Background: an optimization exercise with open tools, aiming at small area. Do not read the settings as production practice.
Only the layout flow was run in this run; the RTL was not checked for function there.
Power figures rest on the tool's default switching activity, not on a simulated workload.

**flow/run.sh**
```bash
#!/bin/bash
# synth_recipe.tcl (not shown) runs the flow's synth.tcl, then flattens the netlist and writes it again
# the make line also repeats each setting of config.mk as NAME=value (left out here)
make -C /OpenROAD-flow-scripts/flow DESIGN_CONFIG=/design/flow/config.mk WORK_HOME=/design/flow/orfs CLKGATE_MAP_FILE= SYNTH_SCRIPT=/design/flow/synth_recipe.tcl finish
```
**flow/config.mk**
```make
export PLATFORM = sky130hd
export DESIGN_NAME = ICache_pipeline
export DESIGN_NICKNAME = ICache_pipeline
export VERILOG_FILES = /design/flow/design.v
export SDC_FILE = /design/flow/constraint.sdc
export NUM_CORES = 4
export LEC_CHECK = 0
export CAP_MARGIN = 20
export CORE_MARGIN = 2
export CORE_UTILIZATION = 40
export SLEW_MARGIN = 20
```
**flow/constraint.sdc**
```tcl
create_clock -name core_clock -period 12.0 [get_ports {clk}]
set_input_delay 2.4000 -clock core_clock [delete_from_list [all_inputs] [get_ports {clk}]]
set_output_delay 2.4000 -clock core_clock [all_outputs]
set_load 0.01 [all_outputs]
```
**flow/design.v**
```verilog
`timescale 1ns / 1ps
module Tagv_dual_ram #(
    parameter AW = 4,
    parameter DW = 25
)(
    input  wire          rst,       
    input  wire          clka,
    input  wire          ena,
    input  wire          wea,
    input  wire [AW-1:0] addra,
    input  wire [DW-1:0] dina,
    input  wire          clkb,
    input  wire          enb,
    input  wire [AW-1:0] addrb,
    output reg  [DW-1:0] doutb
);
    reg [DW-2:0]      tag [0:(1<<AW)-1];
    reg [(1<<AW)-1:0] vld;
    always @(posedge clka) begin
        if (ena && wea)
            tag[addra] <= dina[DW-2:0];
    end
    always @(posedge clka) begin
        if (~rst)
            vld <= {(1<<AW){1'b0}};
        else if (ena && wea)
            vld[addra] <= dina[DW-1];
    end
    always @(posedge clkb) begin
        if (enb)
            doutb <= {vld[addrb], tag[addrb]};
    end
endmodule
module Data_dual_ram #(
    parameter AW = 4,
    parameter DW = 32
)(
    input  wire          clka,
    input  wire          ena,
    input  wire          wea,
    input  wire [AW-1:0] addra,
    input  wire [DW-1:0] dina,
    input  wire          clkb,
    input  wire          enb,
    input  wire [AW-1:0] addrb,
    output reg  [DW-1:0] doutb
);
    reg [DW-1:0] mem [0:(1<<AW)-1];
    always @(posedge clka) begin
        if (ena && wea)
            mem[addra] <= dina;
    end
    always @(posedge clkb) begin
        if (enb)
            doutb <= mem[addrb];
    end
endmodule
`timescale 1ns / 1ps
module ICache_pipeline #(
    parameter IW = 4,               
    parameter TW = 28 - IW          
)(
    input wire clk,
    input wire rst,
    input wire iuncache_i,
    output wire stall, 
    input wire flush,
    input wire valid,            
    input wire [31:0] vaddr_i1,
    input wire [31:0] vaddr_i2,
    input wire [31:0] paddr_i,
    output wire data_ok1,        
    output wire data_ok2,
    output wire [31:0] rdata1,
    output wire [31:0] rdata2,
    output wire [31:0] raddr1,
    output wire [31:0] raddr2,
    output wire [7:0] rd_len,
    output wire rd_req,           
    output wire [31:0] rd_addr,   
    input wire ret_valid,         
    input wire [127:0] ret_data
    );
    wire [TW-1:0] ptag_1;
    wire [IW-1:0] index_1;
    wire [3:0] offset_1;
    wire valid_1;
    wire [31:0] vaddr_i1_1;
    wire [31:0] vaddr_i2_1;
    reg [TW-1:0] ptag_2;
    reg [IW-1:0] index_2;
    reg [3:0] offset_2;
    reg valid_2;
    reg [31:0] vaddr_i1_2;
    reg [31:0] vaddr_i2_2;
    reg iuncache_2;
    assign ptag_1 = paddr_i[31:4+IW];
    assign index_1 = paddr_i[4+IW-1:4];
    assign offset_1 = paddr_i[3:0];
    assign valid_1 = valid;
    assign vaddr_i1_1 = vaddr_i1;
    assign vaddr_i2_1 = vaddr_i2;
    wire [IW-1:0] read_addr = stall ? index_2 : index_1;
    wire wea_way0;
    wire [TW:0] way0_tagv;
    wire [31:0] way0_cacheline[3:0];
    Tagv_dual_ram #(.AW(IW), .DW(TW+1)) tagv_way0(.rst(rst), .addra(index_2), .clka(clk), .dina({1'b1, ptag_2}), .ena(wea_way0), .wea(wea_way0), .addrb(read_addr), .clkb(clk), .doutb(way0_tagv), .enb(1'b1));
    Data_dual_ram #(.AW(IW)) Bank0_way0(.addra(index_2), .clka(clk), .dina(read_from_AXI[0]), .ena(wea_way0), .wea(wea_way0), .addrb(read_addr), .clkb(clk), .doutb(way0_cacheline[0]), .enb(1'b1));
    Data_dual_ram #(.AW(IW)) Bank1_way0(.addra(index_2), .clka(clk), .dina(read_from_AXI[1]), .ena(wea_way0), .wea(wea_way0), .addrb(read_addr), .clkb(clk), .doutb(way0_cacheline[1]), .enb(1'b1));
    Data_dual_ram #(.AW(IW)) Bank2_way0(.addra(index_2), .clka(clk), .dina(read_from_AXI[2]), .ena(wea_way0), .wea(wea_way0), .addrb(read_addr), .clkb(clk), .doutb(way0_cacheline[2]), .enb(1'b1));
    Data_dual_ram #(.AW(IW)) Bank3_way0(.addra(index_2), .clka(clk), .dina(read_from_AXI[3]), .ena(wea_way0), .wea(wea_way0), .addrb(read_addr), .clkb(clk), .doutb(way0_cacheline[3]), .enb(1'b1));
    wire wea_way1;
    wire [TW:0] way1_tagv;
    wire [31:0] way1_cacheline[3:0];
    Tagv_dual_ram #(.AW(IW), .DW(TW+1)) tagv_way1(.rst(rst), .addra(index_2), .clka(clk), .dina({1'b1, ptag_2}), .ena(wea_way1), .wea(wea_way1), .addrb(read_addr), .clkb(clk), .doutb(way1_tagv), .enb(1'b1));
    Data_dual_ram #(.AW(IW)) Bank0_way1(.addra(index_2), .clka(clk), .dina(read_from_AXI[0]), .ena(wea_way1), .wea(wea_way1), .addrb(read_addr), .clkb(clk), .doutb(way1_cacheline[0]), .enb(1'b1));
    Data_dual_ram #(.AW(IW)) Bank1_way1(.addra(index_2), .clka(clk), .dina(read_from_AXI[1]), .ena(wea_way1), .wea(wea_way1), .addrb(read_addr), .clkb(clk), .doutb(way1_cacheline[1]), .enb(1'b1));
    Data_dual_ram #(.AW(IW)) Bank2_way1(.addra(index_2), .clka(clk), .dina(read_from_AXI[2]), .ena(wea_way1), .wea(wea_way1), .addrb(read_addr), .clkb(clk), .doutb(way1_cacheline[2]), .enb(1'b1));
    Data_dual_ram #(.AW(IW)) Bank3_way1(.addra(index_2), .clka(clk), .dina(read_from_AXI[3]), .ena(wea_way1), .wea(wea_way1), .addrb(read_addr), .clkb(clk), .doutb(way1_cacheline[3]), .enb(1'b1));
    always@(posedge clk)begin
        if(~rst | flush)begin
            valid_2 <= 1'b0;
            ptag_2 <= {TW{1'b0}};
            index_2 <= {IW{1'b0}};
            offset_2 <= 4'b0;
            vaddr_i1_2 <= 32'b0;
            vaddr_i2_2 <= 32'b0;
            iuncache_2 <= 1'b0;
        end else if(stall)begin
            valid_2 <= valid_2;
            ptag_2 <= ptag_2;
            index_2 <= index_2;
            offset_2 <= offset_2;
            vaddr_i1_2 <= vaddr_i1_2;
            vaddr_i2_2 <= vaddr_i2_2;
            iuncache_2 <= iuncache_2;
        end else begin
            valid_2 <= valid_1;
            ptag_2 <= ptag_1;
            index_2 <= index_1;
            offset_2 <= offset_1;
            vaddr_i1_2 <= vaddr_i1_1;
            vaddr_i2_2 <= vaddr_i2_1;
            iuncache_2 <= iuncache_i;
        end
    end
    wire hit;                                
    wire nhit;
    wire hit_judge_way0;
    wire hit_judge_way1;
    reg [(1<<IW)-1:0] LRU;     
    wire LRU_current = LRU[index_2];
    always@(posedge clk)begin
        if(~rst)begin
            LRU <= {(1<<IW){1'b0}};
        end else if((data_ok1 | data_ok2) && hit)begin
            LRU[index_1] <= hit_judge_way0;
        end else if((data_ok1 | data_ok2) && !hit)begin
            LRU[index_1] <= !hit_judge_way0;
        end else begin
            LRU <= LRU;
        end
    end
    wire [31:0]read_from_AXI[3:0];
    for(genvar i = 0 ;i < 4; i = i+1) begin
        assign read_from_AXI[i] = ret_data[32*(i+1)-1:32*i];
    end
    reg collision_way0;
    reg collision_way1;
    reg [31:0]inst1_from_mem_2;
    reg [31:0]inst2_from_mem_2;
    reg [TW:0]tagv_way0_2;
    reg [TW:0]tagv_way1_2;
    always@(posedge clk)begin
        collision_way0 <= (wea_way0 && index_1 == index_2);
        collision_way1 <= (wea_way1 && index_1 == index_2);
        inst1_from_mem_2 <= read_from_AXI[offset_1[3:2]];
        inst2_from_mem_2 <= read_from_AXI[offset_1[3:2]+2'h1];
        tagv_way0_2 <= {1'b1,ptag_2};
        tagv_way1_2 <= {1'b1,ptag_2};
    end
    assign wea_way0 = (ret_valid && LRU_current == 1'b0);
    assign wea_way1 = (ret_valid && LRU_current == 1'b1);
    wire [31:0]inst1_way0 = collision_way0 ? inst1_from_mem_2 : way0_cacheline[offset_2[3:2]];      
    wire [31:0]inst2_way0 = ~(|raddr2[3:0]) ? 32'b0 : collision_way0 ? inst2_from_mem_2 : way0_cacheline[offset_2[3:2] + 2'b1];
    wire [31:0]inst1_way1 = collision_way1 ? inst1_from_mem_2 : way1_cacheline[offset_2[3:2]];
    wire [31:0]inst2_way1 = ~(|raddr2[3:0]) ? 32'b0 : collision_way1 ? inst2_from_mem_2 : way1_cacheline[offset_2[3:2] + 2'b1];
    wire [TW:0]tagv_final_way0 = collision_way0 ? tagv_way0_2 : way0_tagv;
    wire [TW:0]tagv_final_way1 = collision_way1 ? tagv_way1_2 : way1_tagv;
    assign hit_judge_way0 = (tagv_final_way0[TW] != 1'b1) ? 1'b0 : 
                            (ptag_2 == tagv_final_way0[TW-1:0]) ? 1'b1 : 1'b0;
    assign hit_judge_way1 = (tagv_final_way1[TW] != 1'b1) ? 1'b0 : 
                            (ptag_2 == tagv_final_way1[TW-1:0]) ? 1'b1 : 1'b0;
    assign hit = (hit_judge_way0 | hit_judge_way1) && valid_2 && !iuncache_2;
    assign nhit = iuncache_2 ? 1'b1 : ~(hit_judge_way0 | hit_judge_way1) & valid_2;    
    assign data_ok1 = (iuncache_2 && ret_valid) ? 1'b1 :
                      hit ? 1'b1 : 
                      (nhit && ret_valid) ? 1'b1: 
                      1'b0;
    assign data_ok2 = (iuncache_2 && ret_valid) ? 1'b0 :
                      (offset_2[3:2] == 2'b11) ? 1'b0 : 
                      data_ok1;
    assign rdata1 = (iuncache_i && ret_valid) ? ret_data[31:0] :
                    (hit && hit_judge_way0) ? inst1_way0 : 
                    (hit && hit_judge_way1) ? inst1_way1 :
                    (nhit && ret_valid && offset_2[3:2] == 2'h0) ? read_from_AXI[0] :
                    (nhit && ret_valid && offset_2[3:2] == 2'h1) ? read_from_AXI[1] :
                    (nhit && ret_valid && offset_2[3:2] == 2'h2) ? read_from_AXI[2] :
                    (nhit && ret_valid && offset_2[3:2] == 2'h3) ? read_from_AXI[3] :
                    32'b0;
    assign rdata2 = (hit && hit_judge_way0) ? inst2_way0 : 
                    (hit && hit_judge_way1) ? inst2_way1 :
                    (nhit && ret_valid && offset_2[3:2] == 2'h0) ? read_from_AXI[1] :
                    (nhit && ret_valid && offset_2[3:2] == 2'h1) ? read_from_AXI[2] :
                    (nhit && ret_valid && offset_2[3:2] == 2'h2) ? read_from_AXI[3] :
                    (nhit && ret_valid && offset_2[3:2] == 2'h3) ? read_from_AXI[0] :
                    32'b0;
    assign raddr1 = vaddr_i1_2;
    assign raddr2 = vaddr_i2_2;
    assign rd_len = (iuncache_i & rd_req) ? 8'h0 : 8'h3;
    assign rd_req = (nhit && !ret_valid);
    assign rd_addr = iuncache_i ? {ptag_2, index_2, offset_2} : {ptag_2, index_2, 4'b0};
    assign stall = (iuncache_2 && data_ok1 == 1'b0) ? 1'b1 :
                   (nhit && data_ok1 == 1'b0) ? 1'b1 :1'b0 ;
endmodule
```
==> flow_summary.toml <==
[clock_tree]
cts_tree = "yes"
numClockSinks = 5406
clkLatencyLatePin_ps = 1080
numCtsBuffers = 568
ctsResizeCount = 0
cts_hold_buf = 0
cts_root_buf = "clkbuf_16"
htreeDepth = 6
cts_buffer_depth = 4
path_clk_slew_ps = 60
cts_setup_buffers = 0

[route]
drtPass1Iterations = 7
drc = 0
post_drt_wl_per_cell_um = 31.4
drt-total-wl_um = 720000
drt-initial-drc-count = 18898
routed_via_density = 5.95
postRouteAntennaNets = 0
vias = 136359

[synth]
syn_area_sq_um = 212000
ys_seq_elements = 5406
seq_area_frac_synth_pct = 74.0
synth-warning-count = 3
synth_top_area_cell = "edfxtp_1"
synthAdderAreaFrac_pct = 0.0531
synth-main-ff-cell = "edfxtp_1"
synth-xor-area-share_pct = 0.215
yosys.area_share.simple_pct = 9.50
synth_top_family_by_area = "simple AND/OR/NAND/NOR gates"
ys_async_sr_fraction_pct = 0
syn_inst = 15052
synth_edf_count = 4864
muxShareOfSynthArea_pct = 6.93
synth_top_area_share_pct = 68.9
synth_area_leaders = "edfxtp_1 (69%), nand2_1 (5.7%), dfxtp_1 (5.1%), mux2i_1 (4.6%), a21oi_1 (3.2%)"
syn_area_per_cell_sq_um = 14.1
netlist-cell-type-count = 64
synth-compound-area-share_pct = 7.03

[setup_path]
critPathRequiredTime_ps = 9600
rrSetupSlack_ps = 5380
timing_worst_setup_path_type = "reg -> out"
worstPathMaxFanout = 47
cp-end-kind = "output pin"
crit_arrival_ps = 7990
r2r_cells = 14
crit_path_start_kind = "flop"

[place]
dp_hpwl_um = 372000
port_buffers = 395
gp_congestion = 0.834
post-place-ws_ps = 2400

[sta]
fin_skew_ps = 64.8
whs_ps = 404
finalSetupViolations = 0
fin_crit_sh_pct = 86.6
rsz0062_at_grt = "no"
slew-limit-headroom_pct = 18.4
fin_crit_ps = 10390
hold_violations = 0
drv_slew = 0
layout_setup_ws_ps = 1610
tns_ps = 0
fmax_ghz = 0.0962
worst-slew-pin-transition_ps = 1220

[die]
design.die.area_sq_um = 536000
die_y_um = 732
start_util_pct = 40.1
io_pins = 402
core-area_sq_um = 528000
die_width_um = 732
rows = 267

[finish]
area_growth_syn_to_layout_pct = 14.7
drive_above_1_share_pct = 9.92
final_util_pct = 46.0
num-fill-cells = 46042
nNetsFinal = 15665

[global_route]
grt_overflow = 0
antenna_found_initial = 63
grt_use_met2_pct = 41.9
grt_pass1_vias = 128834
grt_usage_pct = 26.0
grt_first_pass_wirelength_um = 1000000
grt_util_met1_pct = 35.1
busiest_layer = "met2"
grt_start_max_net_pins = 180
grtUsageMet3_pct = 4.22

[worst_hold_path]
hold_path_class = "reg -> reg"
min_path_cells = 0

[power]
peakVddDrop_v = 0.000170
cellLeakagePower_nw = 81.5
power_density_nw_per_um2 = 173
p_total_w = 0.0420

[flow_run]
drv_cap = 0

[outcome]
status = "no timing/DRC/antenna violations"
==> registers in the layout, indices dropped and copies added (netlist names), 384 cells and up <==
name and count:
Bank3_way1.mem 512, tagv_way0.tag 384, Bank0_way0.mem 512, Bank2_way1.mem 512
tagv_way1.tag 384, Bank1_way0.mem 512, Bank0_way1.mem 512, Bank2_way0.mem 512
Bank1_way1.mem 512, Bank3_way0.mem 512
==> cells in the mapped netlist, drive strengths merged, types with 27 or more instances <==
| library cell | n |
|---|---|
| xnor2 | 51 |
| buf | 548 |
| dfxtp | 542 |
| edfxtp | 4864 |
| clkbuf | 487 |
| nor4 | 234 |
| a211oi | 27 |
| nand2 | 3202 |
| nand3 | 940 |
| a22oi | 87 |
| mux2i | 974 |
| mux4 | 214 |
| nor3 | 72 |
| o21ai | 378 |
| a21oi | 1368 |
| o22ai | 261 |
| a221oi | 334 |
| nor2 | 270 |
| and2 | 34 |
==> metrics by stage <==
step / area, sq um / std cells
after floorplan: 212000 / 15057
after global placement: 225000 / 21850
after detailed placement: 225000 / 21850
after CTS: 243000 / 22894
after global routing: 243000 / 22917
final: 243000 / 22933
==> kinds of logic after synthesis <==
| logic type | count (synthesis) |
|---|---|
| buffers and inverters | 1052 |
| and+or+nand+nor | 4807 |
| muxes | 1199 |
| other | 1 |
| DFF | 5406 |
| AOI/OAI and AO/OA | 2526 |
| xor gates and xnor gates | 52 |
| adders and majority gates | 9 |
==> worst max-delay path, stage by stage, from the launching register on <==
cell,delay (ps)
dfxtp_4,920
mux2i_1,290
xnor2_1,150
nor4_1,390
nand4_1,320
nor2_2,320
o31ai_4,70
buf_4,200
nand2_4,750
or3_4,820
nand2_2,650
o21ai_1,1130
clkdlybuf4s50_1,720
==> area by class of cell <==
cell class / instances / area, sq um / share of cell area (%)
Antenna cell: 39 / 97.6 / 0.0401
Clock buffer: 851 / 16600 / 6.81
Clock inverter: 193 / 1710 / 0.702
Inverter: 17 / 66.3 / 0.0273
Multi-Input combinational cell: 8599 / 50800 / 20.9
Sequential cell: 5406 / 157000 / 64.5
Tap cell: 6994 / 8750 / 3.60
Timing Repair Buffer: 834 / 8320 / 3.42
==> placed cells by master, fill, tap and decap left out, types with 22 or more instances in the layout <==
| master | count |
|---|---|
| nor4_1 | 233 |
| o21ai_0 | 273 |
| clkdlybuf4s50_1 | 392 |
| a22oi_1 | 87 |
| clkbuf_1 | 180 |
| diode_2 | 39 |
| nand3_1 | 937 |
| xnor2_1 | 51 |
| clkbuf_16 | 593 |
| a21oi_1 | 1365 |
| nor2_4 | 38 |
| dfxtp_1 | 537 |
| a221oi_2 | 22 |
| mux2i_1 | 971 |
| nor3_1 | 70 |
| nand2_1 | 3198 |
| mux4_2 | 214 |
| a221oi_1 | 312 |
| edfxtp_1 | 4864 |
| nor2b_1 | 23 |
| and2_1 | 32 |
| buf_12 | 86 |
| clkbuf_8 | 75 |
| clkinv_2 | 68 |
| buf_4 | 353 |
| o21a_1 | 24 |
| clkinv_1 | 58 |
| nor2_1 | 230 |
| inv_6 | 23 |
| o21ai_1 | 105 |
| a211oi_1 | 27 |
| o22ai_1 | 261 |
==> path summary, 6_finish.rpt <==
path	to	startpoint
worst max register to register	tagv_way1.doutb[5]	collision_way1
worst min-delay path	tagv_way0_2[17]	ptag_2[17]
worst max-delay path	rdata1[31]	collision_way0
worst min register to register	tagv_way0_2[17]	ptag_2[17]
==> per-layer routing <==
| layer | vias to the layer above | share of wire [%] |
|---|---|---|
| li1 | 57357 | - |
| met1 | 69922 | 39 |
| met2 | 7587 | 47 |
| met3 | 1471 | 9.7 |
| met4 | 22 | 4.4 |
| met5 | - | 0.021 |
==> power by group <==
part,switching (W),internal (W),leakage (nW)
clock network,0.00734,0.0100,8.94
registers,0.000241,0.0208,49.1
logic,0.00248,0.00112,23.5
total,0.0101,0.0319,81.5

[separate check: timing with driven ports]
In the flow no input, the clock included, has a driving cell. The finished layout below was timed again as built, in two steps. Step 1 sets driving cells, clkbuf_16 on the clock port and buf_2 on the other inputs (assumed; they add their load-dependent delay and slew). Step 2 adds t to the input delays and takes it off the output delays; t is the mean of the earliest and latest rising clock arrival at the registers after step 1. Input paths then give back, and output paths get back, about the clock's delay inside the block. Three values: ideal, step 1, step 2; two values: the first two.
t, ns: 1.194
setup WS [ns]: 1.605 / 1.463 / 2.172
worst hold slack (ns): 0.404 / 0.404 / 0.404
After both steps this run still meets setup and hold. For this run, drivers alone change the setup slack by -0.142 ns; drivers and shift together by +0.567 ns.
